From an optimization exercise on the open Yosys and OpenROAD flow, aimed at small area and a short achievable clock period; shortcuts taken in it are not production practice.
RTL that was checked went through simulation tests only; none was proved equivalent to the original.
For runs 3 to 8, only the layout was checked, not whether the RTL still works.

==> flow/design.v, too long to show whole: its modules and the start of the top module <==
// module adc_mul: 109 lines
// module adc_norm: 16 lines
// module adc_nrm12: 11 lines
// module srt_row: 31 lines
// module srt_sel: 8 lines
// module srt_drv: 4 lines
// module srt_cy3: 6 lines
// module srt_ne3: 3 lines
// module srt_bit: 6 lines
// module srt_bith: 6 lines
// module adc_sign: 17 lines
// module adc_conv: 32 lines
// module adc_xor23: 3 lines
// module adc_shift: 22 lines
// module mul12x24: 841 lines
// module adc_fa: 4 lines
// module adc_ha: 4 lines
module adc_mul
(
    input  logic         clk_i,
    input  logic         rst_i,
    input  logic [11:0]  x_i,
    input  logic [11:0]  y_i,
    input  logic [11:0]  z_i,
    output logic [11:0]  fp_o
);
  // ...
==> flow/flow/run.sh <==
#!/bin/bash
# The standard layout (standard.sh), with the input and output ports
# buffered by sky130_fd_sc_hd__buf_2 cells instead of the cell buffer_ports picks
# by default. Everything else, synthesis included, is the standard flow.
set -euo pipefail
export BUFFER_PORTS_ARGS="-buffer_cell sky130_fd_sc_hd__buf_2"
bash standard.sh > standard.log 2>&1
==> flow/standard.sh <==
#!/bin/bash
# synth_recipe.tcl (not shown) runs the flow's synth.tcl, then flattens the netlist and writes it again
# the make line also repeats each setting of config.mk as NAME=value (left out here)
make -C /OpenROAD-flow-scripts/flow DESIGN_CONFIG=/design/flow/config.mk WORK_HOME=/design/flow/orfs CLKGATE_MAP_FILE= SYNTH_SCRIPT=/design/flow/synth_recipe.tcl "${@:-finish}"
==> flow/config.mk <==
export PLATFORM = sky130hd
export DESIGN_NAME = adc_mul
export DESIGN_NICKNAME = adc_mul
export VERILOG_FILES = /design/flow/design.v
export SDC_FILE = /design/flow/constraint.sdc
export NUM_CORES = 4
export LEC_CHECK = 0
export CAP_MARGIN = 20
export CORE_MARGIN = 2
export CORE_UTILIZATION = 40
export CTS_BUF_LIST = sky130_fd_sc_hd__clkbuf_8
export SLEW_MARGIN = 20
export SYNTH_HIERARCHICAL = 1
export SYNTH_MINIMUM_KEEP_SIZE = 0
==> flow/constraint.sdc <==
create_clock -name core_clock -period 95.0 [get_ports {clk_i}]
set_input_delay 19.0000 -clock core_clock [delete_from_list [all_inputs] [get_ports {clk_i}]]
set_output_delay 19.0000 -clock core_clock [all_outputs]
set_load 0.01 [all_outputs]
==> results.sh, run 1 <==
export IMPL_status="no timing/DRC/antenna violations"
export IMPL_setup_violations=0
export IMPL_area_delta_synth_final_pct=7.42
export IMPL_seq_share_pct=15.3
export IMPL_finClkSkew_ns=0.0276
export IMPL_cts_root_buf="clkbuf_8"
export IMPL_cp_slowest_cell="dfrtp_1"
export IMPL_multi_input_area_sq_um=20900
export IMPL_min_path_cells=0
export IMPL_rsz0062_at_grt="false"
export IMPL_n_all_buffers=83
export IMPL_wl_per_cell_um=18.3
export IMPL_path_buf_inv=1
export IMPL_grt_pass1_wl_um=103000
export IMPL_syn_area_sq_um=26200
export IMPL_drt_met1_wl_um=27000
export IMPL_clk_latency_ns=0.56
export IMPL_post_route_period_util_pct=21.1
export IMPL_r2r_slack_ns=76.02
export IMPL_gp_congestion=0.869
export IMPL_final_cell_mix="499 x fa_1, 330 x nand2_1, 253 x a22o_1, 196 x dfxtp_1, 162 x inv_1"
export IMPL_syn_avg_cell_area_sq_um=10.9
export IMPL_std_cell_rows=93
export IMPL_cp_arrival_ns=1.05
export IMPL_hold_viol_final=0
export IMPL_crit_family="flip-flops"
export IMPL_dominant_cells="multi-input gates"
export IMPL_period_needed_ns=20.05
export IMPL_initial_core_util_pct=40.5
export IMPL_top_usage_layer="met2"
export IMPL_worst_pin_slew_ns=1.14
export IMPL_routed_top_layer="met4"
export IMPL_reg2reg_depth=64
export IMPL_routed_wl_um=61100
export IMPL_multi_input_area_share_pct=74.2
export IMPL_globalRouteMet3Util_pct=2.07
export IMPL_drt_antenna_violating_nets=0
export IMPL_path_clk_slew_ns=0.06
export IMPL_post_cts_setup_buffers=0
export IMPL_drc_errors=0
==> inputs of run 2 (changes only) <==
==> flow/run.sh (new file) <==
#!/bin/bash
# synth_recipe.tcl (not shown) runs the flow's synth.tcl, then flattens the netlist and writes it again
# the make line also repeats each setting of config.mk as NAME=value (left out here)
make -C /OpenROAD-flow-scripts/flow DESIGN_CONFIG=/design/flow/config.mk WORK_HOME=/design/flow/orfs CLKGATE_MAP_FILE= SYNTH_SCRIPT=/design/flow/synth_recipe.tcl finish
removed: flow/flow/run.sh
removed: flow/standard.sh
==> results.sh, run 2 <==
export IMPL_syn_avg_cell_area_sq_um=10.9
export IMPL_reg_largest_list="n3 (18), p3 (18)"
export IMPL_grt_max_degree=31
export IMPL_final_common_cell="fa_1"
export IMPL_wl_per_cell_um=18.3
export IMPL_detailed_place_hpwl_um=49300
export IMPL_setup_violations=0
export IMPL_synthesis_instances=2409
export IMPL_routed_wl_um=61000
export IMPL_cts_buffers=35
export IMPL_post_cts_setup_buffers=0
export IMPL_cp_slowest_cell="clkdlybuf4s50_1"
export IMPL_drv_slew=0
export IMPL_gp_congestion=0.850
export IMPL_hold_buffers=0
export IMPL_cts_buffer_depth=3
export IMPL_die_area_sq_um=67500
export IMPL_die_width_um=260
export IMPL_io_buffers=49
export IMPL_preCtsSetupSlack_ns=75.15
export IMPL_crit_family="buffers and inverters"
export IMPL_final_cell_mix="499 x fa_1, 330 x nand2_1, 253 x a22o_1, 196 x dfxtp_1, 166 x inv_1"
export IMPL_worst_slack_ns=74.59
export IMPL_maxCapViolCount=0
export IMPL_first_iter_violations=1004
export IMPL_core_sq_um=64600
export IMPL_cp_arrival_ns=1.41
export IMPL_end_kind="primary output"
export IMPL_via_count=18634
export IMPL_dieHeight_um=260
export IMPL_cts_root_buf="clkbuf_8"
export IMPL_area_delta_synth_final_pct=8.19
export IMPL_final_area_sq_um=28300
export IMPL_placed_cells=3267
export IMPL_setup_tns_ns=0
export IMPL_grt_use_total_pct=18.4
export IMPL_cts_tree="done"
export IMPL_start_kind="register"
export IMPL_post_route_period_util_pct=21.5
export IMPL_crit_required_ns=76.00
export IMPL_worst_pin_slew_ns=1.19
export IMPL_drc_errors=0
export IMPL_finClkSkew_ns=0.0428
export IMPL_fin_nets=3065
export IMPL_holdWs_ns=0.319
export IMPL_viasPerCell=5.60
export IMPL_yosys_warnings=24
export IMPL_crit_type="reg2out"
export IMPL_nFillCells=6007
export IMPL_fmax_mhz=49.0
export IMPL_path_clk_slew_ns=0.06
export IMPL_rsz0062_at_grt="false"
export IMPL_path_cells="clkdlybuf4s50_1"
export IMPL_layout_cells_non_filler=3330
export IMPL_antenna_found_initial=0
export IMPL_dr_pass1_iters=5
export IMPL_status="no timing/DRC/antenna violations"
export IMPL_hold_viol_final=0
export IMPL_htree_levels=2
export IMPL_path_buf_inv=1
export IMPL_syn_area_sq_um=26200
export IMPL_num_io_pins=50
export IMPL_finish_utilization_pct=43.9
export IMPL_drt_antenna_violating_nets=0
export IMPL_slowest_delay_ns=0.53
export IMPL_max_slew_margin_pct=20.1
export IMPL_std_cell_rows=93
export IMPL_worstPathMaxFanout=1
export IMPL_placed_area_sq_um=27500
export IMPL_hp_class="reg2reg"
export IMPL_ctsResizeCount=0
export IMPL_layout_drive_gt1_share_pct=7.44
export IMPL_cts_sinks=211
export IMPL_grt_pass1_wl_um=103000
export IMPL_grt_remaining_overflow=0
export IMPL_period_needed_ns=20.41
export IMPL_grt_pass1_vias=20230
export IMPL_clk_latency_ns=0.57
export IMPL_initial_core_util_pct=40.5
-- run 2: worst paths after layout --
check	cells past startpoint	startpoint	slack, ns	end
min in group asynchronous	2	rst_i	18.78	fp_o[5]
worst min register to register	0	n2[22]	0.32	n3[22]
worst max-delay path	1	fp_o[11]	74.59	fp_o[11]
max in group asynchronous	2	rst_i	75.86	fp_o[4]
worst min-delay path	0	n2[22]	0.32	n3[22]
worst max register to register	64	s3r[11]	76.14	fp_o[0]
-- run 2: per-layer routing --
layer  wire [um]  track usage, %  vias to the layer above
met5           0               0                        -
met4         995            4.47                        0
met3        2480            2.27                       89
met2       30800            32.0                      462
met1       26700            24.4                     9733
li1            -               -                     8350
-- run 2: cell type report --
| class | count | area (sq um) | area share (%) |
|---|---|---|---|
| multi-input combinational | 1960 | 20900 | 73.7 |
| sequential | 211 | 4300 | 15.2 |
| tap | 855 | 1070 | 3.78 |
| timing repair buffer | 78 | 708 | 2.50 |
| inverter | 163 | 612 | 2.16 |
| clock buffer | 40 | 551 | 1.94 |
| clock inverter | 22 | 205 | 0.724 |
| antenna | 1 | 2.50 | 0.00883 |
==> module adc_mul, before the edit <==
module adc_mul
(
    input  logic         clk_i,
    input  logic         rst_i,
    input  logic [11:0]  x_i,
    input  logic [11:0]  y_i,
    input  logic [11:0]  z_i,
    output logic [11:0]  fp_o
);
    localparam int C2 = 9;     
    localparam int C3 = 19;    
    logic [11:0] x1, y1, z1;
    always_ff @(posedge clk_i) begin
        x1 <= x_i;
        y1 <= y_i;
        z1 <= z_i;
    end
    logic [2:0] vld;
    always_ff @(posedge clk_i or posedge rst_i) begin
        if (rst_i) vld <= '0;
        else       vld <= {vld[1:0], 1'b1};
    end
    logic [10:0] ny1, nz1;
    logic [4:0]  sh1;
    logic        ge1;
    adc_norm u_norm (.x(x1), .y(y1), .z(z1), .ny(ny1), .nz(nz1), .sh(sh1), .ge(ge1));
    logic [13:0] ws [1:24];
    logic [13:0] wc [1:24];
    logic [13:0] yy1, zz1;
    assign yy1   = ge1 ? {3'b001, ny1} : {2'b01, ny1, 1'b0};
    assign zz1   = ~{3'b001, nz1};
    assign ws[1] = yy1 ^ zz1;
    assign wc[1] = {yy1[12:0] & zz1[12:0], 1'b1};
    logic [10:0] zt [1:3];
    logic [10:0] zb [1:3];
    assign zt[1] = nz1;
    assign zb[1] = ~nz1;
    logic [22:0] dp, dn;
    logic [13:0] rs [1:24];
    logic [13:0] rc [1:24];
    generate
        for (genvar j = 2; j <= 24; j++) begin : g_row
            localparam int ST = (j <= C2) ? 1 : (j <= C3) ? 2 : 3;
            srt_row #(.FIRST(j == 2)) u_row (
                .s(rs[j-1]), .c(rc[j-1]), .z(zt[ST]), .zb(zb[ST]),
                .qp(dp[24-j]), .qn(dn[24-j]), .so(ws[j]),
                .co({wc[j][13:2], wc[j][0]}));
            assign wc[j][1] = 1'b0;
        end
        for (genvar k = 1; k <= 24; k++) begin : g_in
            if (k != C2 && k != C3) begin : g_w
                assign rs[k] = ws[k];
                assign rc[k] = wc[k];
            end
        end
    endgenerate
    logic [11:0] x2;
    logic [13:0] s2r;
    logic [13:1] c2r;
    logic [10:0] z2;
    logic [4:0]  sh2;
    logic [22:24-C2] p2, n2;
    always_ff @(posedge clk_i) begin
        x2  <= x1;
        s2r <= ws[C2];
        c2r <= wc[C2][13:1];
        z2  <= nz1;
        sh2 <= sh1;
        p2  <= dp[22:24-C2];
        n2  <= dn[22:24-C2];
    end
    assign rs[C2] = s2r;
    assign rc[C2] = {c2r, p2[24-C2]};     
    assign zt[2]  = z2;
    assign zb[2]  = ~z2;
    logic [11:0] x3;
    logic [13:0] s3r;
    logic [13:1] c3r;
    logic [10:0] z3;
    logic [4:0]  sh3;
    logic [22:24-C3] p3, n3;
    always_ff @(posedge clk_i) begin
        x3  <= x2;
        s3r <= ws[C3];
        c3r <= wc[C3][13:1];
        z3  <= z2;
        sh3 <= sh2;
        p3  <= {p2, dp[23-C2:24-C3]};
        n3  <= {n2, dn[23-C2:24-C3]};
    end
    assign rs[C3] = s3r;
    assign rc[C3] = {c3r, p3[24-C3]};
    assign zt[3]  = z3;
    assign zb[3]  = ~z3;
    logic [22:0] pp, nn, m;
    logic        neg;
    logic [35:12] p;
    logic [11:0] res;
    assign pp = {p3, dp[23-C3:0]};
    assign nn = {n3, dn[23-C3:0]};
    adc_sign  u_sign (.s(ws[24]), .c(wc[24]), .neg(neg));
    adc_conv #(.K(24 - C3)) u_conv (.p(pp), .n(nn), .neg(neg), .m(m));
    mul12x24  u_mul  (.x(x3), .m(m), .p(p));
    adc_shift u_shf  (.p(p), .sh(sh3), .vld(vld[2]), .res(res));
    always_ff @(posedge clk_i or posedge rst_i) begin
        if (rst_i)       fp_o <= '0;
        else             fp_o <= res;
    end
endmodule
==> module adc_shift, before the edit <==
module adc_shift (input logic [35:12] p, input logic [4:0] sh, input logic vld,
                  output logic [11:0] res);
    logic [26:0] a;      
    logic [18:0] b;      
    logic [14:0] c;      
    logic [12:0] d;      
    logic [11:0] e;      
    logic [11:0] o;      
    logic        ovf;
    always_comb begin
        for (int k = 0; k < 27; k++)
            a[k] = sh[4] ? ((k + 16 <= 23) ? p[28 + k] : 1'b0) : ((k <= 23) ? p[12 + k] : 1'b0);
        for (int k = 0; k < 19; k++) b[k] = sh[3] ? a[k + 8] : a[k];
        for (int k = 0; k < 15; k++) c[k] = sh[2] ? b[k + 4] : b[k];
        for (int k = 0; k < 13; k++) d[k] = sh[1] ? c[k + 2] : c[k];
        for (int k = 0; k < 12; k++) e[k] = sh[0] ? d[k + 1] : d[k];
        o[11] = p[35];
        for (int k = 10; k >= 0; k--) o[k] = o[k + 1] | p[24 + k];
        ovf = ((sh <= 5'd11) && o[sh[3:0]]) || (sh == 5'd30);
        res = (e | {12{ovf}}) & {12{vld}};
    end
endmodule
==> inputs of run 3 (changes only) <==
--- a/flow/design.v
+++ b/flow/design.v
@@ -8,7 +8,7 @@
     output logic [11:0]  fp_o
 );
     localparam int C2 = 9;     
-    localparam int C3 = 19;    
+    localparam int C3 = 20;    
     logic [11:0] x1, y1, z1;
     always_ff @(posedge clk_i) begin
         x1 <= x_i;
@@ -55,41 +55,39 @@
         end
     endgenerate
     logic [11:0] x2;
-    logic [13:0] s2r;
-    logic [13:1] c2r;
+    logic [13:0] s2r, c2r;
     logic [10:0] z2;
     logic [4:0]  sh2;
     logic [22:24-C2] p2, n2;
     always_ff @(posedge clk_i) begin
         x2  <= x1;
         s2r <= ws[C2];
-        c2r <= wc[C2][13:1];
+        c2r <= wc[C2];
         z2  <= nz1;
         sh2 <= sh1;
         p2  <= dp[22:24-C2];
         n2  <= dn[22:24-C2];
     end
     assign rs[C2] = s2r;
-    assign rc[C2] = {c2r, p2[24-C2]};     
+    assign rc[C2] = c2r;
     assign zt[2]  = z2;
     assign zb[2]  = ~z2;
     logic [11:0] x3;
-    logic [13:0] s3r;
-    logic [13:1] c3r;
+    logic [13:0] s3r, c3r;
     logic [10:0] z3;
     logic [4:0]  sh3;
     logic [22:24-C3] p3, n3;
     always_ff @(posedge clk_i) begin
         x3  <= x2;
         s3r <= ws[C3];
-        c3r <= wc[C3][13:1];
+        c3r <= wc[C3];
         z3  <= z2;
         sh3 <= sh2;
         p3  <= {p2, dp[23-C2:24-C3]};
         n3  <= {n2, dn[23-C2:24-C3]};
     end
     assign rs[C3] = s3r;
-    assign rc[C3] = {c3r, p3[24-C3]};
+    assign rc[C3] = c3r;
     assign zt[3]  = z3;
     assign zb[3]  = ~z3;
     logic [22:0] pp, nn, m;
@@ -101,10 +99,11 @@
     adc_sign  u_sign (.s(ws[24]), .c(wc[24]), .neg(neg));
     adc_conv #(.K(24 - C3)) u_conv (.p(pp), .n(nn), .neg(neg), .m(m));
     mul12x24  u_mul  (.x(x3), .m(m), .p(p));
-    adc_shift u_shf  (.p(p), .sh(sh3), .vld(vld[2]), .res(res));
+    adc_shift u_shf  (.p(p), .sh(sh3), .res(res));
     always_ff @(posedge clk_i or posedge rst_i) begin
         if (rst_i)       fp_o <= '0;
-        else             fp_o <= res;
+        else if (vld[2]) fp_o <= res;
+        else             fp_o <= '0;
     end
 endmodule
 module adc_norm (input logic [11:0] x, input logic [11:0] y, input logic [11:0] z,
@@ -250,8 +249,7 @@
 module adc_xor23 (input logic [22:0] a, input logic [22:0] b, output logic [22:0] y);
     assign y = a ^ b;
 endmodule
-module adc_shift (input logic [35:12] p, input logic [4:0] sh, input logic vld,
-                  output logic [11:0] res);
+module adc_shift (input logic [35:12] p, input logic [4:0] sh, output logic [11:0] res);
     logic [26:0] a;      
     logic [18:0] b;      
     logic [14:0] c;      
@@ -269,7 +267,7 @@
         o[11] = p[35];
         for (int k = 10; k >= 0; k--) o[k] = o[k + 1] | p[24 + k];
         ovf = ((sh <= 5'd11) && o[sh[3:0]]) || (sh == 5'd30);
-        res = (e | {12{ovf}}) & {12{vld}};
+        res = e | {12{ovf}};
     end
 endmodule
 module mul12x24 (input logic [11:0] x, input logic [22:0] m, output logic [35:12] p);
--- a/flow/config.mk
+++ b/flow/config.mk
@@ -8,7 +8,6 @@
 export CAP_MARGIN = 20
 export CORE_MARGIN = 2
 export CORE_UTILIZATION = 40
-export CTS_BUF_LIST = sky130_fd_sc_hd__clkbuf_8
 export SLEW_MARGIN = 20
 export SYNTH_HIERARCHICAL = 1
 export SYNTH_MINIMUM_KEEP_SIZE = 0
==> results.sh, run 3 <==
export IMPL_post_cts_setup_buffers=0
export IMPL_hold_viol_final=0
export IMPL_yosys_warnings=24
export IMPL_path_clk_slew_ns=0.06
export IMPL_path_buf_inv=1
export IMPL_grt_use_total_pct=18.4
export IMPL_final_cell_mix="499 x fa_1, 328 x nand2_1, 253 x a22o_1, 198 x dfxtp_1, 162 x inv_1"
export IMPL_cts_buffer_depth=3
export IMPL_post_route_period_util_pct=21.5
export IMPL_die_area_sq_um=68000
export IMPL_via_count=18703
export IMPL_grt_max_degree=29
export IMPL_io_buffers=49
export IMPL_gp_congestion=0.845
export IMPL_cts_root_buf="clkbuf_16"
export IMPL_core_sq_um=65500
export IMPL_end_kind="primary output"
export IMPL_syn_avg_cell_area_sq_um=10.8
export IMPL_dr_pass1_iters=5
export IMPL_setup_violations=0
export IMPL_hold_buffers=0
export IMPL_worst_pin_slew_ns=1.19
export IMPL_initial_core_util_pct=40.3
export IMPL_cts_buffers=24
export IMPL_antenna_found_initial=0
export IMPL_cp_arrival_ns=1.39
export IMPL_drt_antenna_violating_nets=0
export IMPL_grt_remaining_overflow=0
export IMPL_maxCapViolCount=0
export IMPL_period_needed_ns=20.39
export IMPL_grt_pass1_wl_um=104000
export IMPL_crit_required_ns=76.00
export IMPL_drc_errors=0
export IMPL_num_io_pins=50
export IMPL_fin_nets=3086
export IMPL_reg_largest_list="n3 (19), p3 (19)"
export IMPL_finClkSkew_ns=0.0127
export IMPL_ctsResizeCount=0
export IMPL_worstPathMaxFanout=1
export IMPL_hp_class="reg2reg"
export IMPL_detailed_place_hpwl_um=49300
export IMPL_drv_slew=0
export IMPL_viasPerCell=5.58
export IMPL_dieHeight_um=261
export IMPL_fmax_mhz=49.0
export IMPL_final_common_cell="fa_1"
export IMPL_n_antenna_cell=0
export IMPL_max_slew_margin_pct=20.8
export IMPL_first_iter_violations=1082
export IMPL_path_cells="clkdlybuf4s50_1"
export IMPL_die_width_um=261
export IMPL_status="no timing/DRC/antenna violations"
export IMPL_slowest_delay_ns=0.53
export IMPL_area_delta_synth_final_pct=8.52
export IMPL_start_kind="register"
export IMPL_crit_type="reg2out"
export IMPL_std_cell_rows=94
export IMPL_cts_tree="done"
export IMPL_cp_slowest_cell="clkdlybuf4s50_1"
export IMPL_layout_drive_gt1_share_pct=6.92
export IMPL_nFillCells=6046
export IMPL_crit_family="buffers and inverters"
export IMPL_cts_sinks=215
export IMPL_wl_per_cell_um=18.2
export IMPL_rsz0062_at_grt="false"
export IMPL_syn_area_sq_um=26400
export IMPL_setup_tns_ns=0
export IMPL_htree_levels=1
export IMPL_routed_wl_um=61000
export IMPL_grt_pass1_vias=20808
export IMPL_clk_latency_ns=0.53
export IMPL_synthesis_instances=2449
## run 3: metrics by stage
stage               setup slack, ns  std cells  hold WS, ns  instance area (sq um)  util (%)
floorplan                     75.62       2466        0.310                  26400         -
finish                        74.61       3351        0.324                  28600      43.7
detailed placement            75.15       3308        0.312                  27700      42.3
CTS                           74.57       3351        0.325                  28600      43.6
global route                  74.56       3351        0.327                  28600      43.7
global placement              75.17       3307        0.311                  27700      42.3
## run 3: worst paths after layout
check / from / end / slack, ns / cells after the start
min in group asynchronous: rst_i / fp_o[0] / 18.82 / 2
max in group asynchronous: rst_i / fp_o[3] / 75.82 / 2
worst max-delay path: fp_o[9] / fp_o[9] / 74.61 / 1
worst min register to register: x2[11] / x3[11] / 0.32 / 0
worst max register to register: z2[10] / s3r[1] / 76.97 / 63
worst min-delay path: x2[11] / x3[11] / 0.32 / 0
## run 3: final cells by class
cell class              instances  area [sq um]  area share [%]
clock buffers                  30           674            2.36
clock inverters                13           193           0.673
inverters                     166           623            2.18
multi-input cells            1990         21000            73.3
flip-flops and latches        215          4380            15.3
well taps                     864          1080            3.78
repair buffers                 73           678            2.37
## run 3: layer usage
layer,global-route usage [%],wire (um),vias up
li1,-,-,8424
met1,24.4,26600,9656
met2,32.1,30500,526
met3,1.95,2860,97
met4,4.35,984,0
met5,0,0,-
==> inputs of run 4 (changes only) <==
--- a/flow/config.mk
+++ b/flow/config.mk
@@ -8,6 +8,7 @@
 export CAP_MARGIN = 20
 export CORE_MARGIN = 2
 export CORE_UTILIZATION = 40
+export CTS_BUF_LIST = sky130_fd_sc_hd__clkbuf_8
 export SLEW_MARGIN = 20
 export SYNTH_HIERARCHICAL = 1
 export SYNTH_MINIMUM_KEEP_SIZE = 0
==> results.sh, run 4 <==
export IMPL_via_count=18783
export IMPL_fin_nets=3098
export IMPL_core_sq_um=65500
export IMPL_worstPathMaxFanout=1
export IMPL_worst_pin_slew_ns=1.19
export IMPL_cts_tree="done"
export IMPL_setup_violations=0
export IMPL_placed_cells=3308
export IMPL_gp_congestion=0.845
export IMPL_detailed_place_hpwl_um=49300
export IMPL_die_width_um=261
export IMPL_use_met2_pct=32.2
export IMPL_fmax_mhz=49.0
export IMPL_end_kind="primary output"
export IMPL_cts_buffer_depth=3
export IMPL_wl_per_cell_um=18.2
export IMPL_top_usage_layer="met2"
export IMPL_yosys_warnings=24
export IMPL_ctsResizeCount=0
export IMPL_reg_largest_list="n3 (19), p3 (19)"
export IMPL_std_cell_rows=94
export IMPL_routed_wl_um=61200
export IMPL_grt_pass1_wl_um=105000
export IMPL_post_cts_setup_buffers=0
export IMPL_initial_core_util_pct=40.3
export IMPL_grt_max_degree=29
export IMPL_crit_family="buffers and inverters"
export IMPL_crit_type="reg2out"
export IMPL_placed_area_sq_um=27700
export IMPL_drt_antenna_violating_nets=0
export IMPL_path_cells="clkdlybuf4s50_1"
export IMPL_nFillCells=6063
export IMPL_layout_drive_gt1_share_pct=7.27
export IMPL_cts_root_buf="clkbuf_8"
export IMPL_maxCapViolCount=0
export IMPL_grt_use_met1_pct=24.3
export IMPL_cts_sinks=215
export IMPL_synthesis_instances=2449
export IMPL_final_cell_mix="499 x fa_1, 328 x nand2_1, 253 x a22o_1, 198 x dfxtp_1, 169 x inv_1"
export IMPL_layout_cells_non_filler=3366
export IMPL_grt_pass1_vias=20874
export IMPL_n_antenna_cell=0
export IMPL_grt_remaining_overflow=0
export IMPL_grt_use_total_pct=18.5
export IMPL_start_kind="register"
export IMPL_hold_viol_final=0
export IMPL_cts_buffers=36
export IMPL_area_delta_synth_final_pct=8.12
export IMPL_finClkSkew_ns=0.0259
export IMPL_viasPerCell=5.58
export IMPL_slowest_delay_ns=0.53
export IMPL_cp_arrival_ns=1.39
export IMPL_dr_pass1_iters=5
export IMPL_antenna_found_initial=0
export IMPL_hold_buffers=0
export IMPL_first_iter_violations=1044
export IMPL_final_common_cell="fa_1"
export IMPL_period_needed_ns=20.39
export IMPL_path_buf_inv=1
export IMPL_drv_slew=0
export IMPL_io_buffers=49
export IMPL_globalRouteMet3Util_pct=2.40
export IMPL_post_route_period_util_pct=21.5
export IMPL_crit_required_ns=76.00
export IMPL_holdWs_ns=0.322
export IMPL_syn_area_sq_um=26400
export IMPL_cp_slowest_cell="clkdlybuf4s50_1"
export IMPL_htree_levels=2
export IMPL_hp_class="reg2reg"
export IMPL_die_area_sq_um=68000
export IMPL_syn_avg_cell_area_sq_um=10.8
export IMPL_setup_tns_ns=0
export IMPL_path_clk_slew_ns=0.06
export IMPL_max_slew_margin_pct=20.9
export IMPL_dieHeight_um=261
export IMPL_clk_latency_ns=0.56
export IMPL_num_io_pins=50
export IMPL_drc_errors=0
export IMPL_status="no timing/DRC/antenna violations"
export IMPL_rsz0062_at_grt="false"
export IMPL_final_area_sq_um=28500
-- run 4: layout make-up --
cell class	count	area, sq um	area share [%]
Timing Repair Buffer	73	678	2.38
Inverter	166	623	2.19
Multi-Input combinational cell	1990	21000	73.6
Sequential cell	215	4380	15.4
Tap cell	864	1080	3.79
Clock buffer	43	592	2.08
Clock inverter	15	170	0.597
-- run 4: path summary, 6_finish.rpt --
path,slack (ns),startpoint,to,cells after the start
worst min-delay path,0.32,x2[6],x3[6],0
worst max-delay path,74.61,fp_o[9],fp_o[9],1
worst max register to register,76.91,z2[10],s3r[1],63
worst min register to register,0.32,x2[6],x3[6],0
max in group asynchronous,75.83,rst_i,fp_o[2],2
min in group asynchronous,18.81,rst_i,vld[0],2
-- run 4: metrics by stage --
stage	util (%)	setup slack [ns]
floorplan	-	75.62
global placement	42.3	75.17
detailed placement	42.3	75.15
CTS	43.5	74.55
global route	43.5	74.53
finish	43.5	74.61
-- run 4: routing by layer --
| metal | vias to the layer above | routed length [um] |
|---|---|---|
| li1 | 8448 | - |
| met5 | - | 0 |
| met3 | 83 | 2950 |
| met2 | 502 | 30600 |
| met4 | 0 | 962 |
| met1 | 9750 | 26700 |
==> inputs of run 5 (changes only) <==
--- a/flow/config.mk
+++ b/flow/config.mk
@@ -8,7 +8,7 @@
 export CAP_MARGIN = 20
 export CORE_MARGIN = 2
 export CORE_UTILIZATION = 40
-export CTS_BUF_LIST = sky130_fd_sc_hd__clkbuf_8
+export CTS_BUF_LIST = sky130_fd_sc_hd__clkbuf_4
 export SLEW_MARGIN = 20
 export SYNTH_HIERARCHICAL = 1
 export SYNTH_MINIMUM_KEEP_SIZE = 0
==> results.sh, run 5 <==
export IMPL_post_route_period_util_pct=21.6
export IMPL_cts_tree="done"
export IMPL_detailed_place_hpwl_um=49300
export IMPL_ctsResizeCount=0
export IMPL_layout_drive_gt1_share_pct=8.62
export IMPL_final_cell_mix="499 x fa_1, 328 x nand2_1, 253 x a22o_1, 198 x dfxtp_1, 162 x inv_1"
export IMPL_syn_area_sq_um=26400
export IMPL_period_needed_ns=20.54
export IMPL_yosys_warnings=24
export IMPL_path_clk_slew_ns=0.06
export IMPL_drv_slew=0
export IMPL_placed_area_sq_um=27700
export IMPL_cts_sinks=215
export IMPL_core_sq_um=65500
export IMPL_start_kind="register"
export IMPL_fin_nets=3116
export IMPL_area_delta_synth_final_pct=7.98
export IMPL_grt_max_degree=29
export IMPL_hp_class="reg2reg"
export IMPL_setup_violations=0
export IMPL_fmax_mhz=48.7
export IMPL_routed_wl_um=61200
export IMPL_io_buffers=49
export IMPL_dieHeight_um=261
export IMPL_initial_core_util_pct=40.3
export IMPL_worstPathMaxFanout=1
export IMPL_cts_root_buf="clkbuf_4"
export IMPL_placed_cells=3308
export IMPL_synthesis_instances=2449
export IMPL_grt_pass1_vias=21018
export IMPL_cp_slowest_cell="clkdlybuf4s50_1"
export IMPL_cp_arrival_ns=1.54
export IMPL_crit_family="buffers and inverters"
export IMPL_drt_antenna_violating_nets=0
export IMPL_setup_tns_ns=0
export IMPL_finish_utilization_pct=43.5
export IMPL_finClkSkew_ns=0.0773
export IMPL_gp_congestion=0.845
export IMPL_reg_largest_list="n3 (19), p3 (19)"
export IMPL_viasPerCell=5.54
export IMPL_cp_startpoint="fp_o[9]"
export IMPL_rsz0062_at_grt="false"
export IMPL_hold_buffers=0
export IMPL_status="no timing/DRC/antenna violations"
export IMPL_max_slew_margin_pct=19.2
export IMPL_final_area_sq_um=28500
export IMPL_crit_type="reg2out"
export IMPL_cts_buffer_depth=3
export IMPL_path_buf_inv=1
export IMPL_num_io_pins=50
export IMPL_r2r_start="z2[10]"
export IMPL_end_kind="primary output"
export IMPL_hold_path_startpoint="p2[18]"
export IMPL_grt_remaining_overflow=0
export IMPL_first_iter_violations=993
export IMPL_cts_buffers=54
export IMPL_worst_pin_slew_ns=1.21
export IMPL_final_common_cell="fa_1"
export IMPL_die_area_sq_um=68000
export IMPL_clk_latency_ns=0.75
export IMPL_dr_pass1_iters=5
export IMPL_layout_cells_non_filler=3408
export IMPL_wl_per_cell_um=18.0
export IMPL_htree_levels=2
export IMPL_slowest_delay_ns=0.53
export IMPL_die_width_um=261
export IMPL_hold_viol_final=0
export IMPL_crit_required_ns=76.00
export IMPL_maxCapViolCount=0
export IMPL_grt_pass1_wl_um=105000
export IMPL_antenna_found_initial=2
export IMPL_via_count=18877
export IMPL_std_cell_rows=94
export IMPL_preCtsSetupSlack_ns=75.15
export IMPL_grt_use_total_pct=18.5
export IMPL_syn_avg_cell_area_sq_um=10.8
export IMPL_path_cells="clkdlybuf4s50_1"
export IMPL_worst_slack_ns=74.46
export IMPL_post_cts_setup_buffers=0
export IMPL_drc_errors=0
-- run 5: cell count changes in the layout (fill, tap and decap cells not counted), moves of 2 or more --
cell	before	now
clkinv_2	3	7
clkbuf_8	43	0
clkbuf_4	0	78
inv_1	169	162
diode_2	0	3
clkinv_1	1	10
bufinv_16	4	2
-- run 5: layer usage --
layer | GRT usage (%) | vias up | part of all wire [%]
li1 | - | 8535 | -
met1 | 24.2 | 9774 | 44
met3 | 2.47 | 76 | 4.5
met2 | 32.3 | 492 | 50
met5 | 0 | - | 0
met4 | 4.65 | 0 | 1.4
-- run 5: final cells by class --
class | count | area [sq um]
Fill cell | 6091 | 37000
Multi-Input combinational cell | 1990 | 21000
Sequential cell | 215 | 4380
Tap cell | 864 | 1080
Timing Repair Buffer | 73 | 678
Inverter | 166 | 623
Clock buffer | 78 | 586
Clock inverter | 19 | 133
Antenna cell | 3 | 7.51
-- run 5: worst paths after layout --
path / cells past startpoint / slack (ns) / end
min: 0 / 0.27 / p3[18]
max in group asynchronous: 2 / 75.96 / fp_o[1]
max: 1 / 74.46 / fp_o[9]
min in group asynchronous: 2 / 18.66 / fp_o[11]
min reg2reg: 0 / 0.27 / p3[18]
max reg2reg: 63 / 76.91 / s3r[1]
-- run 5: per-stage QoR --
| stage | hold slack, ns |
|---|---|
| 6_report | 0.270 |
| 5_1_grt | 0.305 |
| 4_1_cts | 0.270 |
| 3_5_place_dp | 0.312 |
| 3_3_place_gp | 0.311 |
| 2_1_floorplan | 0.310 |
==> inputs of run 6 (changes only) <==
==> flow/flow/run.sh (new file) <==
#!/bin/bash
# The standard layout (standard.sh), with the input and output ports
# buffered by sky130_fd_sc_hd__buf_2 cells instead of the cell buffer_ports picks
# by default. Everything else, synthesis included, is the standard flow.
set -euo pipefail
export BUFFER_PORTS_ARGS="-buffer_cell sky130_fd_sc_hd__buf_2"
bash standard.sh > standard.log 2>&1
==> flow/standard.sh (new file) <==
#!/bin/bash
# synth_recipe.tcl (not shown) runs the flow's synth.tcl, then flattens the netlist and writes it again
# the make line also repeats each setting of config.mk as NAME=value (left out here)
make -C /OpenROAD-flow-scripts/flow DESIGN_CONFIG=/design/flow/config.mk WORK_HOME=/design/flow/orfs CLKGATE_MAP_FILE= SYNTH_SCRIPT=/design/flow/synth_recipe.tcl "${@:-finish}"
--- a/flow/config.mk
+++ b/flow/config.mk
@@ -8,7 +8,7 @@
 export CAP_MARGIN = 20
 export CORE_MARGIN = 2
 export CORE_UTILIZATION = 40
-export CTS_BUF_LIST = sky130_fd_sc_hd__clkbuf_4
+export CTS_BUF_LIST = sky130_fd_sc_hd__clkbuf_8
 export SLEW_MARGIN = 20
 export SYNTH_HIERARCHICAL = 1
 export SYNTH_MINIMUM_KEEP_SIZE = 0
removed: flow/run.sh
==> results.sh, run 6 <==
export IMPL_cts_buffer_depth=3
export IMPL_layout_cells_non_filler=3370
export IMPL_fmax_mhz=49.8
export IMPL_preCtsSetupSlack_ns=75.51
export IMPL_detailed_place_hpwl_um=49800
export IMPL_antenna_found_initial=0
export IMPL_end_kind="primary output"
export IMPL_ctsResizeCount=0
export IMPL_wl_per_cell_um=18.4
export IMPL_fin_nets=3096
export IMPL_maxCapViolCount=0
export IMPL_r2r_slack_ns=76.82
export IMPL_slowest_delay_ns=0.37
export IMPL_reg_largest_list="n3 (19), p3 (19)"
export IMPL_cts_tree="done"
export IMPL_yosys_warnings=24
export IMPL_core_sq_um=65500
export IMPL_nFillCells=6118
export IMPL_final_common_cell="fa_1"
export IMPL_crit_family="flip-flops"
export IMPL_htree_levels=2
export IMPL_worst_slack_ns=74.92
export IMPL_placed_cells=3304
export IMPL_grt_remaining_overflow=0
export IMPL_finClkSkew_ns=0.0315
export IMPL_first_iter_violations=1095
export IMPL_grt_max_degree=29
export IMPL_dr_pass1_iters=5
export IMPL_path_clk_slew_ns=0.07
export IMPL_hold_viol_final=0
export IMPL_cp_arrival_ns=1.08
export IMPL_layout_drive_gt1_share_pct=9.38
export IMPL_initial_core_util_pct=40.3
export IMPL_std_cell_rows=94
export IMPL_final_area_sq_um=28300
export IMPL_gp_congestion=0.842
export IMPL_post_route_period_util_pct=21.1
export IMPL_period_needed_ns=20.08
export IMPL_routed_wl_um=62000
export IMPL_setup_violations=0
export IMPL_cts_root_buf="clkbuf_8"
export IMPL_worstPathMaxFanout=1
export IMPL_syn_avg_cell_area_sq_um=10.8
export IMPL_finish_utilization_pct=43.2
export IMPL_grt_pass1_vias=20740
export IMPL_path_cells="buf_2"
export IMPL_path_buf_inv=1
export IMPL_die_area_sq_um=68000
export IMPL_die_width_um=261
export IMPL_seqCellArea_sq_um=4390
export IMPL_via_count=18800
export IMPL_syn_area_sq_um=26400
export IMPL_start_kind="register"
export IMPL_worst_pin_slew_ns=1.17
export IMPL_crit_type="reg2out"
export IMPL_io_buffers=49
export IMPL_grt_pass1_wl_um=105000
export IMPL_cts_buffers=37
export IMPL_area_delta_synth_final_pct=7.27
export IMPL_viasPerCell=5.58
export IMPL_cp_slowest_cell="dfrtp_1"
export IMPL_cts_sinks=215
export IMPL_multi_input_area_sq_um=21000
export IMPL_hold_buffers=0
export IMPL_max_slew_margin_pct=21.6
export IMPL_status="no timing/DRC/antenna violations"
export IMPL_num_io_pins=50
export IMPL_post_cts_setup_buffers=0
export IMPL_grt_use_total_pct=18.7
export IMPL_placed_area_sq_um=27400
export IMPL_drv_slew=0
export IMPL_synthesis_instances=2449
export IMPL_final_cell_mix="499 x fa_1, 328 x nand2_1, 253 x a22o_1, 195 x dfxtp_1, 172 x inv_1"
export IMPL_crit_required_ns=76.00
export IMPL_setup_tns_ns=0
export IMPL_drc_errors=0
export IMPL_rsz0062_at_grt="false"
export IMPL_clk_latency_ns=0.59
export IMPL_hp_class="reg2reg"
export IMPL_drt_antenna_violating_nets=0
export IMPL_dieHeight_um=261
export IMPL_n_antenna_cell=0
==> run 6: stage by stage <==
step	hold slack, ns
floorplan	0.310
global placement	0.311
detailed placement	0.312
CTS	0.305
global route	0.314
finish	0.304
==> run 6: cell type report <==
| cell class | count | share of cell area (%) |
|---|---|---|
| tap | 864 | 3.82 |
| multi-input combinational | 1990 | 74.2 |
| clock inverter | 23 | 0.814 |
| sequential | 215 | 15.5 |
| inverter | 166 | 2.20 |
| timing repair buffer | 70 | 1.42 |
| clock buffer | 42 | 2.04 |
==> run 6: worst paths after layout <==
| kind | from | end | cells after the start |
|---|---|---|---|
| setup / recovery | fp_o[5] | fp_o[5] | 1 |
| hold reg to reg | sh2[3] | sh3[3] | 0 |
| hold / removal | sh2[3] | sh3[3] | 0 |
| setup reg to reg | z2[10] | s3r[3] | 63 |
| min in group asynchronous | rst_i | fp_o[7] | 2 |
| max in group asynchronous | rst_i | fp_o[2] | 2 |
==> run 6: per-layer routing <==
layer	track usage, %	vias to the layer above	part of all wire [%]
li1	-	8450	-
met1	24.5	9751	44
met2	32.4	492	50
met3	2.45	107	4.6
met4	5.48	0	2.1
met5	0	-	0
==> inputs of run 7 (changes only) <==
==> flow/flow/run.sh (replaced) <==
#!/bin/bash
# The standard layout (standard.sh), with the input and output ports
# buffered by sky130_fd_sc_hd__buf_1 cells instead of the cell buffer_ports picks
# by default. Everything else, synthesis included, is the standard flow.
set -euo pipefail
export BUFFER_PORTS_ARGS="-buffer_cell sky130_fd_sc_hd__buf_1"
bash standard.sh > standard.log 2>&1
==> results.sh, run 7 <==
export IMPL_grt_pass1_vias=20624
export IMPL_die_width_um=261
export IMPL_final_cell_mix="499 x fa_1, 328 x nand2_1, 253 x a22o_1, 195 x dfxtp_1, 169 x inv_1"
export IMPL_first_iter_violations=1157
export IMPL_fmax_mhz=49.8
export IMPL_gp_congestion=0.841
export IMPL_r2r_start="s2r[11]"
export IMPL_r2r_end="s3r[6]"
export IMPL_hp_class="reg2reg"
export IMPL_reg2reg_depth=66
export IMPL_cts_root_buf="clkbuf_8"
export IMPL_initial_core_util_pct=40.3
export IMPL_ctsResizeCount=0
export IMPL_viasPerCell=5.57
export IMPL_cp_slowest_cell="dfrtp_1"
export IMPL_layout_drive_gt1_share_pct=7.69
export IMPL_period_needed_ns=20.07
export IMPL_status="no timing/DRC/antenna violations"
export IMPL_die_area_sq_um=68000
export IMPL_hold_viol_final=0
export IMPL_holdWs_ns=0.318
export IMPL_maxCapViolCount=0
export IMPL_cp_arrival_ns=1.07
export IMPL_crit_type="reg2out"
export IMPL_clk_latency_ns=0.59
export IMPL_hold_buffers=0
export IMPL_num_io_pins=50
export IMPL_worst_pin_slew_ns=1.17
export IMPL_syn_area_sq_um=26400
export IMPL_path_clk_slew_ns=0.07
export IMPL_io_buffers=49
export IMPL_core_sq_um=65500
export IMPL_finClkSkew_ns=0.0465
export IMPL_antenna_found_initial=0
export IMPL_cts_buffer_depth=3
export IMPL_dr_pass1_iters=5
export IMPL_detailed_place_hpwl_um=49400
export IMPL_fin_nets=3097
export IMPL_grt_pass1_wl_um=104000
export IMPL_nFillCells=6099
export IMPL_placed_cells=3304
export IMPL_synthesis_instances=2449
export IMPL_drv_slew=0
export IMPL_max_slew_margin_pct=22.1
export IMPL_min_path_cells=0
export IMPL_cts_sinks=215
export IMPL_grt_max_degree=29
export IMPL_post_cts_setup_buffers=0
export IMPL_setup_violations=0
export IMPL_rsz0062_at_grt="false"
export IMPL_final_common_cell="fa_1"
export IMPL_min_to="sh3[3]"
export IMPL_slowest_delay_ns=0.37
export IMPL_cts_tree="done"
export IMPL_drc_errors=0
export IMPL_start_kind="register"
export IMPL_hold_path_startpoint="sh2[3]"
export IMPL_path_cells="buf_1"
export IMPL_crit_required_ns=76.00
export IMPL_grt_use_total_pct=18.6
export IMPL_path_buf_inv=1
export IMPL_worstPathMaxFanout=1
export IMPL_post_route_period_util_pct=21.1
export IMPL_r2r_slack_ns=77.01
export IMPL_grt_remaining_overflow=0
export IMPL_setup_tns_ns=0
export IMPL_cts_buffers=37
export IMPL_end_kind="primary output"
export IMPL_syn_avg_cell_area_sq_um=10.8
export IMPL_crit_family="flip-flops"
export IMPL_drt_antenna_violating_nets=0
export IMPL_layout_cells_non_filler=3374
export IMPL_yosys_warnings=24
export IMPL_htree_levels=2
export IMPL_reg_largest_list="n3 (19), p3 (19)"
export IMPL_routed_wl_um=61600
export IMPL_dieHeight_um=261
export IMPL_std_cell_rows=94
export IMPL_wl_per_cell_um=18.3
export IMPL_via_count=18797
export IMPL_area_delta_synth_final_pct=7.33
run 7: cell count changes in the layout (fill, tap and decap cells not counted), sizes merged:
cell      previous run  this run
diode                0         1
clkbuf              42        50
clkinvlp             5         2
inv                175       174
clkinv               5         4
run 7: metal layers:
metal / part of all wire [%] / global-route usage [%]
met5: 0 / 0
met4: 1.6 / 4.52
met3: 4.3 / 2.34
met2: 50 / 32.5
met1: 44 / 24.6
run 7: worst max-delay path by stage:
stage | slack [ns] | from | end | cells after the start
after global routing | 74.87 | fp_o[3] | fp_o[3] | 1
after detailed placement | 75.52 | fp_o[3] | fp_o[3] | 1
after global placement | 75.54 | fp_o[1] | fp_o[1] | 1
after floorplan | 75.62 | fp_o[0] | fp_o[0] | 0
final | 74.93 | fp_o[5] | fp_o[5] | 1
after CTS | 74.90 | fp_o[3] | fp_o[3] | 1
run 7: area by class of cell:
type	instances	area, sq um	share of cell area [%]
Sequential cell	215	4390	15.5
Clock buffer	49	674	2.38
Timing Repair Buffer	71	349	1.23
Multi-Input combinational cell	1990	21000	74.2
Inverter	166	623	2.20
Tap cell	864	1080	3.82
Clock inverter	18	198	0.698
Antenna cell	1	2.50	0.00884
run 7: through the flow:
step / utilization [%] / setup slack (ns) / instance area [sq um]
final: 43.2 / 74.93 / 28300
after global routing: 43.2 / 74.87 / 28300
after CTS: 43.1 / 74.90 / 28200
after detailed placement: 41.8 / 75.52 / 27400
after global placement: 41.8 / 75.54 / 27400
after floorplan: - / 75.62 / 26400
==> inputs of run 8 (changes only) <==
--- a/flow/design.v
+++ b/flow/design.v
@@ -7,8 +7,8 @@
     input  logic [11:0]  z_i,
     output logic [11:0]  fp_o
 );
-    localparam int C2 = 9;     
-    localparam int C3 = 20;    
+    localparam int C2 = 8;     
+    localparam int C3 = 19;    
     logic [11:0] x1, y1, z1;
     always_ff @(posedge clk_i) begin
         x1 <= x_i;
@@ -55,39 +55,41 @@
         end
     endgenerate
     logic [11:0] x2;
-    logic [13:0] s2r, c2r;
+    logic [13:0] s2r;
+    logic [13:1] c2r;
     logic [10:0] z2;
     logic [4:0]  sh2;
     logic [22:24-C2] p2, n2;
     always_ff @(posedge clk_i) begin
         x2  <= x1;
         s2r <= ws[C2];
-        c2r <= wc[C2];
+        c2r <= wc[C2][13:1];
         z2  <= nz1;
         sh2 <= sh1;
         p2  <= dp[22:24-C2];
         n2  <= dn[22:24-C2];
     end
     assign rs[C2] = s2r;
-    assign rc[C2] = c2r;
+    assign rc[C2] = {c2r, p2[24-C2]};     
     assign zt[2]  = z2;
     assign zb[2]  = ~z2;
     logic [11:0] x3;
-    logic [13:0] s3r, c3r;
+    logic [13:0] s3r;
+    logic [13:1] c3r;
     logic [10:0] z3;
     logic [4:0]  sh3;
     logic [22:24-C3] p3, n3;
     always_ff @(posedge clk_i) begin
         x3  <= x2;
         s3r <= ws[C3];
-        c3r <= wc[C3];
+        c3r <= wc[C3][13:1];
         z3  <= z2;
         sh3 <= sh2;
         p3  <= {p2, dp[23-C2:24-C3]};
         n3  <= {n2, dn[23-C2:24-C3]};
     end
     assign rs[C3] = s3r;
-    assign rc[C3] = c3r;
+    assign rc[C3] = {c3r, p3[24-C3]};
     assign zt[3]  = z3;
     assign zb[3]  = ~z3;
     logic [22:0] pp, nn, m;
==> flow/flow/run.sh (replaced) <==
#!/bin/bash
# The standard layout (standard.sh), with the input and output ports
# buffered by sky130_fd_sc_hd__buf_2 cells instead of the cell buffer_ports picks
# by default. Everything else, synthesis included, is the standard flow.
set -euo pipefail
export BUFFER_PORTS_ARGS="-buffer_cell sky130_fd_sc_hd__buf_2"
bash standard.sh > standard.log 2>&1
==> results.sh, run 8 <==
export IMPL_syn_avg_cell_area_sq_um=10.7
export IMPL_cts_sinks=209
export IMPL_cts_buffer_depth=3
export IMPL_grt_max_degree=29
export IMPL_max_slew_margin_pct=24.5
export IMPL_routed_wl_um=61700
export IMPL_worst_pin_slew_ns=1.13
export IMPL_initial_core_util_pct=40.5
export IMPL_fin_nets=3084
export IMPL_core_sq_um=64600
export IMPL_critPathCapture="fp_o[5]"
export IMPL_worstPathMaxFanout=1
export IMPL_final_cell_mix="499 x fa_1, 327 x nand2_1, 253 x a22o_1, 190 x dfxtp_1, 171 x inv_1"
export IMPL_area_delta_synth_final_pct=7.17
export IMPL_layout_drive_gt1_share_pct=9.11
export IMPL_path_cells="buf_2"
export IMPL_r2r_end="fp_o[2]"
export IMPL_via_count=18719
export IMPL_detailed_place_hpwl_um=49600
export IMPL_maxCapViolCount=0
export IMPL_reg_largest_list="n3 (18), p3 (18)"
export IMPL_clk_latency_ns=0.55
export IMPL_hold_buffers=0
export IMPL_grt_remaining_overflow=0
export IMPL_placed_cells=3284
export IMPL_crit_required_ns=76.00
export IMPL_cts_tree="done"
export IMPL_num_io_pins=50
export IMPL_finClkSkew_ns=0.0251
export IMPL_grt_pass1_wl_um=105000
export IMPL_path_clk_slew_ns=0.06
export IMPL_die_area_sq_um=67400
export IMPL_setup_tns_ns=0
export IMPL_dieHeight_um=260
export IMPL_cts_buffers=35
export IMPL_drc_errors=0
export IMPL_ctsResizeCount=0
export IMPL_cp_depth=1
export IMPL_nFillCells=6082
export IMPL_drt_antenna_violating_nets=0
export IMPL_setup_violations=0
export IMPL_start_kind="register"
export IMPL_status="no timing/DRC/antenna violations"
export IMPL_std_cell_rows=93
export IMPL_first_iter_violations=956
export IMPL_fmax_mhz=49.9
export IMPL_r2r_start="s3r[11]"
export IMPL_hold_viol_final=0
export IMPL_post_route_period_util_pct=21.1
export IMPL_reg2reg_depth=66
export IMPL_grt_pass1_vias=20826
export IMPL_io_buffers=49
export IMPL_crit_type="reg2out"
export IMPL_r2r_slack_ns=75.93
export IMPL_post_cts_setup_buffers=0
export IMPL_antenna_found_initial=0
export IMPL_end_kind="primary output"
export IMPL_slowest_delay_ns=0.37
export IMPL_syn_area_sq_um=26100
export IMPL_path_buf_inv=1
export IMPL_htree_levels=2
export IMPL_die_width_um=260
export IMPL_viasPerCell=5.59
export IMPL_layout_cells_non_filler=3346
export IMPL_synthesis_instances=2433
export IMPL_drv_slew=0
export IMPL_cp_arrival_ns=1.05
export IMPL_crit_family="flip-flops"
export IMPL_cp_startpoint="fp_o[5]"
export IMPL_hp_class="reg2reg"
export IMPL_n_antenna_cell=0
export IMPL_final_common_cell="fa_1"
export IMPL_period_needed_ns=20.05
export IMPL_grt_use_total_pct=18.8
export IMPL_cp_slowest_cell="dfrtp_1"
export IMPL_rsz0062_at_grt="false"
export IMPL_wl_per_cell_um=18.4
export IMPL_cts_root_buf="clkbuf_8"
export IMPL_yosys_warnings=24
export IMPL_dr_pass1_iters=6
export IMPL_gp_congestion=0.844
## run 8: changes by cell type in the layout (fill, tap and decap cells not counted), moves of 5 or more
| cell | delta |
|---|---|
| clkbuf_8 | -10 |
| nor2_1 | -8 |
| buf_1 | -49 |
| dfxtp_1 | -5 |
| buf_2 | +49 |
## run 8: worst min-delay path by stage
stage,from,to,cells after the start
after CTS,p2[17],p3[17],0
final,p2[17],p3[17],0
after floorplan,n2[16],n3[16],0
after global placement,p2[22],p3[22],0
after global routing,x2[7],x3[7],0
after detailed placement,x2[7],x3[7],0
## run 8: final cells by class
class / count / area [sq um] / share of cell area, %
clock buffers: 39 / 537 / 1.92
clock inverters: 21 / 174 / 0.621
inverters: 165 / 619 / 2.21
multi-input cells: 1983 / 20900 / 74.7
flip-flops and latches: 209 / 4260 / 15.2
well taps: 855 / 1070 / 3.82
repair buffers: 74 / 433 / 1.55
## run 8: layer usage
layer | up-vias | GRT usage (%) | routed length [um]
met5 | - | 0 | 0
met4 | 0 | 4.95 | 1040
met3 | 90 | 2.67 | 2820
met2 | 463 | 32.7 | 31000
met1 | 9758 | 24.6 | 26800
li1 | 8408 | - | -
## run 8: stage by stage
step	setup slack [ns]	utilization, %	instance area, sq um	hold WS [ns]
finish	74.95	43.4	28000	0.305
CTS	74.89	43.3	27900	0.310
floorplan	75.62	-	26200	0.310
detailed placement	75.52	42.2	27200	0.312
global route	74.57	43.4	28000	0.320
global placement	75.53	42.1	27200	0.312
==> inputs of run 9 (changes only) <==
--- a/flow/design.v
+++ b/flow/design.v
@@ -7,7 +7,7 @@
     input  logic [11:0]  z_i,
     output logic [11:0]  fp_o
 );
-    localparam int C2 = 8;     
+    localparam int C2 = 9;     
     localparam int C3 = 19;    
     logic [11:0] x1, y1, z1;
     always_ff @(posedge clk_i) begin
--- a/flow/config.mk
+++ b/flow/config.mk
@@ -7,7 +7,7 @@
 export LEC_CHECK = 0
 export CAP_MARGIN = 20
 export CORE_MARGIN = 2
-export CORE_UTILIZATION = 40
+export CORE_UTILIZATION = 65
 export CTS_BUF_LIST = sky130_fd_sc_hd__clkbuf_8
 export SLEW_MARGIN = 20
 export SYNTH_HIERARCHICAL = 1
==> results.sh, run 9 <==
export IMPL_grt_pass1_wl_um=98600
export IMPL_hold_buffers=0
export IMPL_reg_largest_list="n3 (18), p3 (18)"
export IMPL_dr_pass1_iters=6
export IMPL_cts_root_buf="clkbuf_8"
export IMPL_first_iter_violations=1207
export IMPL_crit_family="flip-flops"
export IMPL_finClkSkew_ns=0.0344
export IMPL_final_common_cell="fa_1"
export IMPL_area_delta_synth_final_pct=5.51
export IMPL_grt_use_total_pct=29.0
export IMPL_yosys_warnings=24
export IMPL_r2r_slack_ns=75.91
export IMPL_setup_violations=0
export IMPL_die_width_um=205
export IMPL_r2r_end="fp_o[6]"
export IMPL_layout_drive_gt1_share_pct=8.87
export IMPL_post_route_period_util_pct=21.2
export IMPL_routed_wl_um=58000
export IMPL_dieHeight_um=205
export IMPL_synthesis_instances=2435
export IMPL_r2r_start="s3r[11]"
export IMPL_max_slew_margin_pct=20.6
export IMPL_fin_nets=3081
export IMPL_path_cells="buf_2"
export IMPL_maxCapViolCount=0
export IMPL_n_antenna_cell=0
export IMPL_detailed_place_hpwl_um=46700
export IMPL_drc_errors=0
export IMPL_status="no timing/DRC/antenna violations"
export IMPL_post_cts_setup_buffers=0
export IMPL_end_kind="primary output"
export IMPL_path_buf_inv=1
export IMPL_period_needed_ns=20.10
export IMPL_grt_remaining_overflow=0
export IMPL_worst_pin_slew_ns=1.19
export IMPL_cts_buffer_depth=3
export IMPL_antenna_found_initial=0
export IMPL_via_count=18628
export IMPL_worstPathMaxFanout=1
export IMPL_drv_slew=0
export IMPL_htree_levels=2
export IMPL_cp_slowest_cell="dfrtp_1"
export IMPL_final_cell_mix="499 x fa_1, 327 x nand2_1, 253 x a22o_1, 194 x dfxtp_1, 170 x inv_1"
export IMPL_viasPerCell=6.18
export IMPL_std_cell_rows=73
export IMPL_start_kind="register"
export IMPL_min_path_cells=0
export IMPL_drt_antenna_violating_nets=0
export IMPL_preCtsSetupSlack_ns=75.52
export IMPL_hold_viol_final=0
export IMPL_syn_area_sq_um=26200
export IMPL_reg2reg_depth=66
export IMPL_gp_congestion=0.913
export IMPL_min_to="p3[21]"
export IMPL_nFillCells=3047
export IMPL_worst_slack_ns=74.90
export IMPL_ctsResizeCount=0
export IMPL_hold_path_startpoint="p2[21]"
export IMPL_setup_tns_ns=0
export IMPL_cts_tree="done"
export IMPL_wl_per_cell_um=19.2
export IMPL_hp_class="reg2reg"
export IMPL_cts_buffers=36
export IMPL_cp_arrival_ns=1.10
export IMPL_cts_sinks=211
export IMPL_crit_required_ns=76.00
export IMPL_syn_avg_cell_area_sq_um=10.8
export IMPL_initial_core_util_pct=65.9
export IMPL_crit_type="reg2out"
export IMPL_rsz0062_at_grt="false"
export IMPL_grt_pass1_vias=20099
export IMPL_core_sq_um=39700
export IMPL_grt_max_degree=29
export IMPL_path_clk_slew_ns=0.06
export IMPL_io_buffers=49
export IMPL_slowest_delay_ns=0.37
export IMPL_num_io_pins=50
export IMPL_die_area_sq_um=41900
export IMPL_clk_latency_ns=0.60
export IMPL_fmax_mhz=49.7
run 9: changes by cell type in the layout (fill, tap and decap cells not counted), moves of 2 or more:
cell	change
dfxtp_1	+4
inv_6	+2
dfxtp_2	-2
buf_4	-6
xor2_1	+5
xor2_2	-5
clkbuf_8	+2
run 9: cell type report:
class | count | area, sq um | area share [%]
Clock buffer | 41 | 564 | 2.04
Clock inverter | 23 | 205 | 0.743
Inverter | 165 | 619 | 2.24
Multi-Input combinational cell | 1983 | 20900 | 75.6
Sequential cell | 211 | 4300 | 15.6
Tap cell | 525 | 657 | 2.38
Timing Repair Buffer | 68 | 388 | 1.40
run 9: per-stage QoR:
| stage | instance area (sq um) | hold WS [ns] | utilization (%) | std cells |
|---|---|---|---|---|
| 2_1_floorplan | 26200 | 0.310 | - | 2452 |
| 3_3_place_gp | 26800 | 0.311 | 67.5 | 2951 |
| 3_5_place_dp | 26800 | 0.312 | 67.5 | 2951 |
| 4_1_cts | 27600 | 0.320 | 69.4 | 3015 |
| 5_1_grt | 27600 | 0.324 | 69.5 | 3016 |
| 6_report | 27600 | 0.322 | 69.5 | 3016 |
run 9: worst max path at each step:
stage	end	cells after the start	startpoint
finish	fp_o[6]	1	fp_o[6]
floorplan	fp_o[0]	0	fp_o[0]
CTS	fp_o[6]	1	fp_o[6]
detailed placement	fp_o[4]	1	fp_o[4]
global placement	fp_o[6]	1	fp_o[6]
global route	fp_o[2]	66	s3r[11]
run 9: routing by layer:
metal	routed length, um	vias to the layer above	GRT usage, %	share of wire (%)
li1	-	8416	-	-
met1	24900	9610	39.0	43
met2	29300	508	50.2	50
met3	2820	94	3.44	4.9
met4	988	0	7.35	1.7
met5	0	-	0	0
==> inputs of run 10 (changes only) <==
--- a/flow/config.mk
+++ b/flow/config.mk
@@ -7,8 +7,9 @@
 export LEC_CHECK = 0
 export CAP_MARGIN = 20
 export CORE_MARGIN = 2
-export CORE_UTILIZATION = 65
+export CORE_UTILIZATION = 55
 export CTS_BUF_LIST = sky130_fd_sc_hd__clkbuf_8
+export PLACE_DENSITY = 0.7
 export SLEW_MARGIN = 20
 export SYNTH_HIERARCHICAL = 1
 export SYNTH_MINIMUM_KEEP_SIZE = 0
==> results.sh, run 10 <==
export IMPL_cts_buffer_depth=3
export IMPL_rsz0062_at_grt="false"
export IMPL_cp_arrival_ns=1.11
export IMPL_path_buf_inv=1
export IMPL_slowest_delay_ns=0.38
export IMPL_worstPathMaxFanout=1
export IMPL_holdWs_ns=0.301
export IMPL_hold_path_startpoint="x2[2]"
export IMPL_post_cts_setup_buffers=0
export IMPL_end_kind="primary output"
export IMPL_grt_pass1_wl_um=101000
export IMPL_dr_pass1_iters=7
export IMPL_core_sq_um=46800
export IMPL_detailed_place_hpwl_um=47100
export IMPL_ctsResizeCount=0
export IMPL_setup_violations=0
export IMPL_final_common_cell="fa_1"
export IMPL_grt_remaining_overflow=0
export IMPL_layout_drive_gt1_share_pct=8.86
export IMPL_dieHeight_um=222
export IMPL_path_clk_slew_ns=0.06
export IMPL_min_to="x3[2]"
export IMPL_syn_avg_cell_area_sq_um=10.8
export IMPL_n_antenna_cell=0
export IMPL_final_cell_mix="499 x fa_1, 327 x nand2_1, 253 x a22o_1, 189 x dfxtp_1, 167 x inv_1"
export IMPL_first_iter_violations=1212
export IMPL_clk_latency_ns=0.59
export IMPL_cts_buffers=34
export IMPL_r2r_end="fp_o[2]"
export IMPL_r2r_start="s3r[11]"
export IMPL_hold_viol_final=0
export IMPL_viasPerCell=6.12
export IMPL_crit_type="reg2out"
export IMPL_max_slew_margin_pct=24.5
export IMPL_grt_max_degree=29
export IMPL_htree_levels=2
export IMPL_crit_family="flip-flops"
export IMPL_syn_area_sq_um=26200
export IMPL_finClkSkew_ns=0.0461
export IMPL_io_buffers=49
export IMPL_post_route_period_util_pct=21.2
export IMPL_maxCapViolCount=0
export IMPL_hold_buffers=0
export IMPL_cp_slowest_cell="dfrtp_1"
export IMPL_preCtsSetupSlack_ns=75.50
export IMPL_drc_errors=0
export IMPL_cts_tree="done"
export IMPL_area_delta_synth_final_pct=5.73
export IMPL_grt_pass1_vias=20481
export IMPL_reg2reg_depth=66
export IMPL_die_area_sq_um=49400
export IMPL_drv_slew=0
export IMPL_wl_per_cell_um=19.3
export IMPL_setup_tns_ns=0
export IMPL_worst_pin_slew_ns=1.13
export IMPL_hp_class="reg2reg"
export IMPL_fmax_mhz=49.7
export IMPL_via_count=18918
export IMPL_start_kind="register"
export IMPL_num_io_pins=50
export IMPL_cts_root_buf="clkbuf_8"
export IMPL_reg_largest_list="n3 (18), p3 (18)"
export IMPL_antenna_found_initial=0
export IMPL_gp_congestion=0.883
export IMPL_worst_slack_ns=74.89
export IMPL_fin_nets=3080
export IMPL_cp_depth=1
export IMPL_nFillCells=3872
export IMPL_min_path_cells=0
export IMPL_routed_wl_um=59700
export IMPL_initial_core_util_pct=56.0
export IMPL_std_cell_rows=79
export IMPL_die_width_um=222
export IMPL_status="no timing/DRC/antenna violations"
export IMPL_r2r_slack_ns=75.78
export IMPL_drt_antenna_violating_nets=0
export IMPL_grt_use_total_pct=24.9
export IMPL_synthesis_instances=2435
export IMPL_path_cells="buf_2"
export IMPL_period_needed_ns=20.11
export IMPL_yosys_warnings=24
export IMPL_cts_sinks=211
export IMPL_crit_required_ns=76.00
[run 10: cell count changes in the layout (fill, tap and decap cells not counted), moves of 2 or more]
cell and change:
clkbuf_8 -4, mux2i_2 -2, clkinv_4 -2, inv_1 -3
xor2_1 -2, clkinvlp_4 +4, clkinv_2 -3, buf_4 +2
xor2_2 +2, dfxtp_1 -5, mux2i_1 +2, dfxtp_2 +5
[run 10: how the worst max path moves through the flow]
stage               slack, ns    start       to
floorplan               75.62  fp_o[0]  fp_o[0]
global placement        75.53  fp_o[1]  fp_o[1]
detailed placement      75.50  fp_o[7]  fp_o[7]
CTS                     74.86  fp_o[7]  fp_o[7]
global route            74.67  s3r[11]  fp_o[2]
finish                  74.89  fp_o[7]  fp_o[7]
[run 10: layout make-up]
type | instances | area (sq um) | share of cell area [%]
clock buffer | 37 | 509 | 1.84
inverter | 165 | 619 | 2.24
tap | 607 | 759 | 2.74
sequential | 211 | 4310 | 15.6
multi-input combinational | 1983 | 20900 | 75.5
clock inverter | 18 | 196 | 0.710
timing repair buffer | 69 | 395 | 1.43
[run 10: per-stage QoR]
| stage | util, % | std cells | cell area [sq um] |
|---|---|---|---|
| final | 59.2 | 3090 | 27700 |
| after global routing | 59.2 | 3090 | 27700 |
| after CTS | 59.1 | 3089 | 27600 |
| after detailed placement | 57.6 | 3034 | 26900 |
| after global placement | 57.6 | 3034 | 26900 |
| after floorplan | - | 2452 | 26200 |
[run 10: layer usage]
| layer | up-vias | global-route usage [%] | routed length (um) |
|---|---|---|---|
| li1 | 8412 | - | - |
| met1 | 9756 | 32.3 | 24900 |
| met2 | 629 | 42.9 | 29800 |
| met3 | 121 | 3.82 | 3410 |
| met4 | 0 | 8.22 | 1530 |
| met5 | - | 0 | 0 |

[port drivers added, routing unchanged]
In the flow no input, the clock included, has a driving cell. The finished layouts below were timed again as built, in two steps. Step 1 (the two cells are an assumption about what drives the block):
set clk [get_ports {clk_i}]
set_driving_cell -lib_cell sky130_fd_sc_hd__clkbuf_16 $clk
set_driving_cell -lib_cell sky130_fd_sc_hd__buf_2 [delete_from_list [all_inputs] $clk]
Step 2 adds t to the input delays and takes it off the output delays; t is the mean of the earliest and latest rising clock arrival at the registers after step 1. Input paths then give back, and output paths get back, about the clock's delay inside the block. Slacks: no drivers / after step 1 / after step 2; pairs: no drivers / after step 1.
run	t, ns	setup slack, ns	slew at the worst register clock pin (ns)	pins driven straight from the clock port
run 1	0.611	74.948 / 74.888 / 75.499	0.07 / 0.07	1
run 2	0.615	74.594 / 74.533 / 75.148	0.06 / 0.06	1
run 3	0.583	74.611 / 74.551 / 75.134	0.06 / 0.06	1
run 4	0.597	74.610 / 74.556 / 75.152	0.07 / 0.07	1
run 5	0.758	74.459 / 74.408 / 75.166	0.09 / 0.09	1
run 6	0.633	74.915 / 74.861 / 75.495	0.08 / 0.08	1
run 7	0.617	74.927 / 74.872 / 75.488	0.07 / 0.07	1
run 8	0.593	74.951 / 74.899 / 75.492	0.07 / 0.07	1
run 9	0.629	74.899 / 74.848 / 75.477	0.07 / 0.07	1
run 10	0.622	74.895 / 74.847 / 75.469	0.08 / 0.08	1
After both steps every run listed still meets setup and hold.
